From an optimization exercise on the open Yosys and OpenROAD flow, aimed at small area, a short achievable clock period and few clock cycles per item; shortcuts taken in it are not production practice.
Function was checked by simulation only, so behaviour that the tests miss may differ from the original.

==> flow/design.v <==
`timescale 1ns/1ps
module gcd(opa, opb, start, resetn, clk, result, done);
input wire [31:0] opa;
input wire [31:0] opb;
input wire start, resetn;
input wire clk;
output wire [31:0] result;
output wire done;
reg  [31:0] A, B;
reg  [4:0]  k;
reg         rest;        
reg         sc;          
reg         run_reg;
reg         done_reg;
reg         start_reg;
reg         first;       
wire done_now;
assign result = B;
assign done   = done_reg | done_now;
wire init  = start & ~start_reg & (~run_reg | done_now);
wire st    = ~A[0] & ~B[0];                 
wire [31:0] X = sc ? 32'd0 : A;
wire [31:0] Y = A[0] ? B : 32'd0;
wire [31:0] xy_d;       
wire        xy_gt;      
wire        xy_same;    
absdiff ad0 (.x(X), .y(Y), .d(xy_d), .gt(xy_gt), .eq(xy_same));
wire [3:0] xl = X[4:1] ^ Y[4:1];
wire s1 = ~st & ~xl[0] & (xl[1] | ~xl[2]);    
wire s2 = ~st & ~xl[0] & ~xl[1];              
wire [31:0] st1 = s1 ? {2'b0, xy_d[31:2]} : {1'b0, xy_d[31:1]};
wire [31:0] nA  = s2 ? {2'b0, st1[31:2]} : st1;
wire swap   = sc | ~(xy_gt | xy_same);
wire finish = run_reg & ~rest & xy_same;    
wire k1     = (k == 5'd1);
wire kz     = (k == 5'd0);
assign done_now = finish & ~sc & kz & ~first;
always @(posedge clk) begin
    if (init)
        A <= opa;
    else
        A <= nA;
end
wire b_rs   = rest | (finish & ~sc & ~kz);
wire b_ld   = init;
wire b_sh   = ~init & run_reg & b_rs;
wire b_sw   = ~init & run_reg & ~b_rs & swap;
wire b_st   = ~init & run_reg & ~rest & ~finish & st;
wire b_hold = ~(b_ld | b_sh | b_sw | b_st);
wire [31:0] nB = ({32{b_ld}} & opb) | ({32{b_sh}} & {B[30:0], 1'b0}) |
                 ({32{b_sw}} & A) | ({32{b_st}} & {1'b0, B[31:1]}) |
                 ({32{b_hold}} & B);
always @(posedge clk)
    B <= nB;
always @(posedge clk) begin
    if (init) begin
        k  <= 5'd0;
        sc <= opa[0] & ~opb[0];
    end else begin
        if (b_rs)
            k <= k - 5'd1;
        else if (st & ~finish)
            k <= k + 5'd1;
        sc <= st & A[1] & ~B[1];
    end
end
always @(posedge clk or negedge resetn) begin
    if (~resetn) begin
        run_reg   <= 1'b0;
        done_reg  <= 1'b0;
        start_reg <= 1'b0;
        rest      <= 1'b0;
        first     <= 1'b0;
    end else begin
        start_reg <= start;
        first     <= init;
        if (init) begin
            run_reg  <= 1'b1;
            done_reg <= 1'b0;
            rest     <= 1'b0;
        end else if (run_reg) begin
            if ((finish & (kz | (k1 & ~sc))) | (rest & k1)) begin
                run_reg  <= 1'b0;
                done_reg <= 1'b1;
                rest     <= 1'b0;
            end else if (finish) begin
                rest     <= 1'b1;
            end
        end
    end
end
endmodule
module absdiff(x, y, d, gt, eq);
input [31:0] x, y; output [31:0] d; output gt, eq;
wire [31:0] g0 = x & ~y; wire [31:0] p0 = ~(x ^ y);
wire g1_1 = g0[1] | (p0[1] & g0[0]); wire p1_1 = p0[1] & p0[0];
wire g1_3 = g0[3] | (p0[3] & g0[2]); wire p1_3 = p0[3] & p0[2];
wire g1_5 = g0[5] | (p0[5] & g0[4]); wire p1_5 = p0[5] & p0[4];
wire g1_7 = g0[7] | (p0[7] & g0[6]); wire p1_7 = p0[7] & p0[6];
wire g1_9 = g0[9] | (p0[9] & g0[8]); wire p1_9 = p0[9] & p0[8];
wire g1_11 = g0[11] | (p0[11] & g0[10]); wire p1_11 = p0[11] & p0[10];
wire g1_13 = g0[13] | (p0[13] & g0[12]); wire p1_13 = p0[13] & p0[12];
wire g1_15 = g0[15] | (p0[15] & g0[14]); wire p1_15 = p0[15] & p0[14];
wire g1_17 = g0[17] | (p0[17] & g0[16]); wire p1_17 = p0[17] & p0[16];
wire g1_19 = g0[19] | (p0[19] & g0[18]); wire p1_19 = p0[19] & p0[18];
wire g1_21 = g0[21] | (p0[21] & g0[20]); wire p1_21 = p0[21] & p0[20];
wire g1_23 = g0[23] | (p0[23] & g0[22]); wire p1_23 = p0[23] & p0[22];
wire g1_25 = g0[25] | (p0[25] & g0[24]); wire p1_25 = p0[25] & p0[24];
wire g1_27 = g0[27] | (p0[27] & g0[26]); wire p1_27 = p0[27] & p0[26];
wire g1_29 = g0[29] | (p0[29] & g0[28]); wire p1_29 = p0[29] & p0[28];
wire g1_31 = g0[31] | (p0[31] & g0[30]); wire p1_31 = p0[31] & p0[30];
wire g2_3 = g1_3 | (p1_3 & g1_1); wire p2_3 = p1_3 & p1_1;
wire g2_7 = g1_7 | (p1_7 & g1_5); wire p2_7 = p1_7 & p1_5;
wire g2_11 = g1_11 | (p1_11 & g1_9); wire p2_11 = p1_11 & p1_9;
wire g2_15 = g1_15 | (p1_15 & g1_13); wire p2_15 = p1_15 & p1_13;
wire g2_19 = g1_19 | (p1_19 & g1_17); wire p2_19 = p1_19 & p1_17;
wire g2_23 = g1_23 | (p1_23 & g1_21); wire p2_23 = p1_23 & p1_21;
wire g2_27 = g1_27 | (p1_27 & g1_25); wire p2_27 = p1_27 & p1_25;
wire g2_31 = g1_31 | (p1_31 & g1_29); wire p2_31 = p1_31 & p1_29;
wire g3_7 = g2_7 | (p2_7 & g2_3); wire p3_7 = p2_7 & p2_3;
wire g3_15 = g2_15 | (p2_15 & g2_11); wire p3_15 = p2_15 & p2_11;
wire g3_23 = g2_23 | (p2_23 & g2_19); wire p3_23 = p2_23 & p2_19;
wire g3_31 = g2_31 | (p2_31 & g2_27); wire p3_31 = p2_31 & p2_27;
wire g4_15 = g3_15 | (p3_15 & g3_7); wire p4_15 = p3_15 & p3_7;
wire g4_31 = g3_31 | (p3_31 & g3_23); wire p4_31 = p3_31 & p3_23;
wire g5_31 = g4_31 | (p4_31 & g4_15); wire p5_31 = p4_31 & p4_15;
wire g6_23 = g3_23 | (p3_23 & g4_15); wire p6_23 = p3_23 & p4_15;
wire g7_11 = g2_11 | (p2_11 & g3_7); wire p7_11 = p2_11 & p3_7;
wire g7_19 = g2_19 | (p2_19 & g4_15); wire p7_19 = p2_19 & p4_15;
wire g7_27 = g2_27 | (p2_27 & g6_23); wire p7_27 = p2_27 & p6_23;
wire g8_5 = g1_5 | (p1_5 & g2_3); wire p8_5 = p1_5 & p2_3;
wire g8_9 = g1_9 | (p1_9 & g3_7); wire p8_9 = p1_9 & p3_7;
wire g8_13 = g1_13 | (p1_13 & g7_11); wire p8_13 = p1_13 & p7_11;
wire g8_17 = g1_17 | (p1_17 & g4_15); wire p8_17 = p1_17 & p4_15;
wire g8_21 = g1_21 | (p1_21 & g7_19); wire p8_21 = p1_21 & p7_19;
wire g8_25 = g1_25 | (p1_25 & g6_23); wire p8_25 = p1_25 & p6_23;
wire g8_29 = g1_29 | (p1_29 & g7_27); wire p8_29 = p1_29 & p7_27;
wire g9_2 = g0[2] | (p0[2] & g1_1); wire p9_2 = p0[2] & p1_1;
wire g9_4 = g0[4] | (p0[4] & g2_3); wire p9_4 = p0[4] & p2_3;
wire g9_6 = g0[6] | (p0[6] & g8_5); wire p9_6 = p0[6] & p8_5;
wire g9_8 = g0[8] | (p0[8] & g3_7); wire p9_8 = p0[8] & p3_7;
wire g9_10 = g0[10] | (p0[10] & g8_9); wire p9_10 = p0[10] & p8_9;
wire g9_12 = g0[12] | (p0[12] & g7_11); wire p9_12 = p0[12] & p7_11;
wire g9_14 = g0[14] | (p0[14] & g8_13); wire p9_14 = p0[14] & p8_13;
wire g9_16 = g0[16] | (p0[16] & g4_15); wire p9_16 = p0[16] & p4_15;
wire g9_18 = g0[18] | (p0[18] & g8_17); wire p9_18 = p0[18] & p8_17;
wire g9_20 = g0[20] | (p0[20] & g7_19); wire p9_20 = p0[20] & p7_19;
wire g9_22 = g0[22] | (p0[22] & g8_21); wire p9_22 = p0[22] & p8_21;
wire g9_24 = g0[24] | (p0[24] & g6_23); wire p9_24 = p0[24] & p6_23;
wire g9_26 = g0[26] | (p0[26] & g8_25); wire p9_26 = p0[26] & p8_25;
wire g9_28 = g0[28] | (p0[28] & g7_27); wire p9_28 = p0[28] & p7_27;
wire g9_30 = g0[30] | (p0[30] & g8_29); wire p9_30 = p0[30] & p8_29;
wire cin = g5_31;
assign gt = cin; assign eq = p5_31;
assign d[0] = 1'b0;
assign d[1] = p0[1] ^ (cin ? (g0[0] | p0[0]) : ~g0[0]);
assign d[2] = p0[2] ^ (cin ? (g1_1 | p1_1) : ~g1_1);
assign d[3] = p0[3] ^ (cin ? (g9_2 | p9_2) : ~g9_2);
assign d[4] = p0[4] ^ (cin ? (g2_3 | p2_3) : ~g2_3);
assign d[5] = p0[5] ^ (cin ? (g9_4 | p9_4) : ~g9_4);
assign d[6] = p0[6] ^ (cin ? (g8_5 | p8_5) : ~g8_5);
assign d[7] = p0[7] ^ (cin ? (g9_6 | p9_6) : ~g9_6);
assign d[8] = p0[8] ^ (cin ? (g3_7 | p3_7) : ~g3_7);
assign d[9] = p0[9] ^ (cin ? (g9_8 | p9_8) : ~g9_8);
assign d[10] = p0[10] ^ (cin ? (g8_9 | p8_9) : ~g8_9);
assign d[11] = p0[11] ^ (cin ? (g9_10 | p9_10) : ~g9_10);
assign d[12] = p0[12] ^ (cin ? (g7_11 | p7_11) : ~g7_11);
assign d[13] = p0[13] ^ (cin ? (g9_12 | p9_12) : ~g9_12);
assign d[14] = p0[14] ^ (cin ? (g8_13 | p8_13) : ~g8_13);
assign d[15] = p0[15] ^ (cin ? (g9_14 | p9_14) : ~g9_14);
assign d[16] = p0[16] ^ (cin ? (g4_15 | p4_15) : ~g4_15);
assign d[17] = p0[17] ^ (cin ? (g9_16 | p9_16) : ~g9_16);
assign d[18] = p0[18] ^ (cin ? (g8_17 | p8_17) : ~g8_17);
assign d[19] = p0[19] ^ (cin ? (g9_18 | p9_18) : ~g9_18);
assign d[20] = p0[20] ^ (cin ? (g7_19 | p7_19) : ~g7_19);
assign d[21] = p0[21] ^ (cin ? (g9_20 | p9_20) : ~g9_20);
assign d[22] = p0[22] ^ (cin ? (g8_21 | p8_21) : ~g8_21);
assign d[23] = p0[23] ^ (cin ? (g9_22 | p9_22) : ~g9_22);
assign d[24] = p0[24] ^ (cin ? (g6_23 | p6_23) : ~g6_23);
assign d[25] = p0[25] ^ (cin ? (g9_24 | p9_24) : ~g9_24);
assign d[26] = p0[26] ^ (cin ? (g8_25 | p8_25) : ~g8_25);
assign d[27] = p0[27] ^ (cin ? (g9_26 | p9_26) : ~g9_26);
assign d[28] = p0[28] ^ (cin ? (g7_27 | p7_27) : ~g7_27);
assign d[29] = p0[29] ^ (cin ? (g9_28 | p9_28) : ~g9_28);
assign d[30] = p0[30] ^ (cin ? (g8_29 | p8_29) : ~g8_29);
assign d[31] = p0[31] ^ (cin ? (g9_30 | p9_30) : ~g9_30);
endmodule
clock: 4.0 ns
lec_check: 0
abc_area: 1
cap_margin: 20
core_margin: 2
core_utilization: 40
cts_buf_list: sky130_fd_sc_hd__clkbuf_4 sky130_fd_sc_hd__clkbuf_8
slew_margin: 20
standard.sh (not shown) runs the stock make flow with config.mk's settings and CLKGATE_MAP_FILE= SYNTH_SCRIPT=/design/flow/synth_recipe.tcl, a recipe that flattens the netlist after the stock synthesis.
==> flow/flow/run.sh <==
#!/bin/bash
set -e
export BUFFER_PORTS_ARGS="-buffer_cell sky130_fd_sc_hd__buf_1"
bash standard.sh > standard.log 2>&1
Testbench counts at the start, summed over its fixed seeds: cycles 164,847, items 8,000.
Then changed:
--- a/flow/design.v
+++ b/flow/design.v
@@ -6,64 +6,71 @@
 input wire clk;
 output wire [31:0] result;
 output wire done;
 reg  [31:0] A, B;
 reg  [4:0]  k;
+reg         flag;        
 reg         rest;        
 reg         sc;          
+reg         ys;          
 reg         run_reg;
 reg         done_reg;
 reg         start_reg;
 reg         first;       
 wire done_now;
 assign result = B;
 assign done   = done_reg | done_now;
 wire init  = start & ~start_reg & (~run_reg | done_now);
-wire st    = ~A[0] & ~B[0];                 
 wire [31:0] X = sc ? 32'd0 : A;
-wire [31:0] Y = A[0] ? B : 32'd0;
+wire [31:0] Y = ys ? B : 32'd0;
 wire [31:0] xy_d;       
 wire        xy_gt;      
 wire        xy_same;    
 absdiff ad0 (.x(X), .y(Y), .d(xy_d), .gt(xy_gt), .eq(xy_same));
 wire [3:0] xl = X[4:1] ^ Y[4:1];
-wire s1 = ~st & ~xl[0] & (xl[1] | ~xl[2]);    
-wire s2 = ~st & ~xl[0] & ~xl[1];              
+wire force1 = sc & (flag | ~A[0]);
+wire s1 = ~force1 & ~xl[0] & (xl[1] | ~xl[2]);    
+wire s2 = ~force1 & ~xl[0] & ~xl[1];              
 wire [31:0] st1 = s1 ? {2'b0, xy_d[31:2]} : {1'b0, xy_d[31:1]};
 wire [31:0] nA  = s2 ? {2'b0, st1[31:2]} : st1;
+wire nA0 = force1 ? B[1] : (|xl);           
 wire swap   = sc | ~(xy_gt | xy_same);
-wire finish = run_reg & ~rest & xy_same;    
+wire finish = run_reg & ~rest & ~flag & xy_same;    
 wire k1     = (k == 5'd1);
 wire kz     = (k == 5'd0);
 assign done_now = finish & ~sc & kz & ~first;
+wire nflag = ~flag & ~A[0] & ~B[0];
+wire nsc   = nflag | (sc & ~A[0]);
 always @(posedge clk) begin
     if (init)
         A <= opa;
     else
         A <= nA;
 end
-wire b_rs   = rest | (finish & ~sc & ~kz);
 wire b_ld   = init;
-wire b_sh   = ~init & run_reg & b_rs;
-wire b_sw   = ~init & run_reg & ~b_rs & swap;
-wire b_st   = ~init & run_reg & ~rest & ~finish & st;
-wire b_hold = ~(b_ld | b_sh | b_sw | b_st);
+wire b_sh   = ~init & run_reg & (rest | (finish & ~sc & ~kz));
+wire b_sw   = ~init & run_reg & ~(rest | (finish & ~sc & ~kz)) & swap;
+wire b_hold = ~(b_ld | b_sh | b_sw);
 wire [31:0] nB = ({32{b_ld}} & opb) | ({32{b_sh}} & {B[30:0], 1'b0}) |
-                 ({32{b_sw}} & A) | ({32{b_st}} & {1'b0, B[31:1]}) |
-                 ({32{b_hold}} & B);
+                 ({32{b_sw}} & A) | ({32{b_hold}} & B);
 always @(posedge clk)
     B <= nB;
 always @(posedge clk) begin
     if (init) begin
-        k  <= 5'd0;
-        sc <= opa[0] & ~opb[0];
+        k    <= 5'd0;
+        flag <= 1'b0;
+        sc   <= ~opb[0];
+        ys   <= ~opb[0] | opa[0];
     end else begin
-        if (b_rs)
-            k <= k - 5'd1;
-        else if (st & ~finish)
-            k <= k + 5'd1;
-        sc <= st & A[1] & ~B[1];
+        if (rest | finish) begin
+            k    <= k - 5'd1;
+        end else begin
+            if (flag) k <= k + 5'd1;
+            flag <= nflag;
+        end
+        sc <= nsc;
+        ys <= nsc | nA0;
     end
 end
 always @(posedge clk or negedge resetn) begin
     if (~resetn) begin
         run_reg   <= 1'b0;
@@ -77,11 +84,11 @@
         if (init) begin
             run_reg  <= 1'b1;
             done_reg <= 1'b0;
             rest     <= 1'b0;
         end else if (run_reg) begin
-            if ((finish & (kz | (k1 & ~sc))) | (rest & k1)) begin
+            if ((finish & (sc | kz | k1)) | (rest & k1)) begin
                 run_reg  <= 1'b0;
                 done_reg <= 1'b1;
                 rest     <= 1'b0;
             end else if (finish) begin
                 rest     <= 1'b1;
Outcome: Register-to-register slack got worse by 0.04 ns. Synthesized cell count drops by 2.4%. Setup slack barely changes. Via count drops by 7.9%. Final cell count drops by 3.9%. Non-clock buffer count drops by 6. Routed wire length drops by 13%. Final area drops by 5.0%. Maximum frequency barely changes. Die area drops by 4.8%. Worst hold slack improved by 0.030 ns.
Testbench counts after the change, summed over its fixed seeds: cycles 169,285, items 8,000.

[what the ideal ports hide]
The flow's constraints put no driver on any port. The routed layouts listed below were extracted and timed again, unchanged, in two steps. Step 1, drivers: a clkbuf_16 drives clk and a buf_2 each remaining input, both assumed. Step 2, shift: input delay + t, output delay - t, t = (earliest + latest rising clock arrival at the registers) / 2. This alone moves slack from input paths to output paths. Three values: ideal, step 1, step 2; two values: the first two.
run | t, ns | slack for setup (ns) | hold WS [ns]
the first run | 0.416 | 0.477 / 0.439 / 0.520 | 0.256 / 0.242 / 0.493
the second run | 0.405 | 0.475 / 0.471 / 0.475 | 0.286 / 0.273 / 0.504
After both steps setup and hold are still met in every run listed.
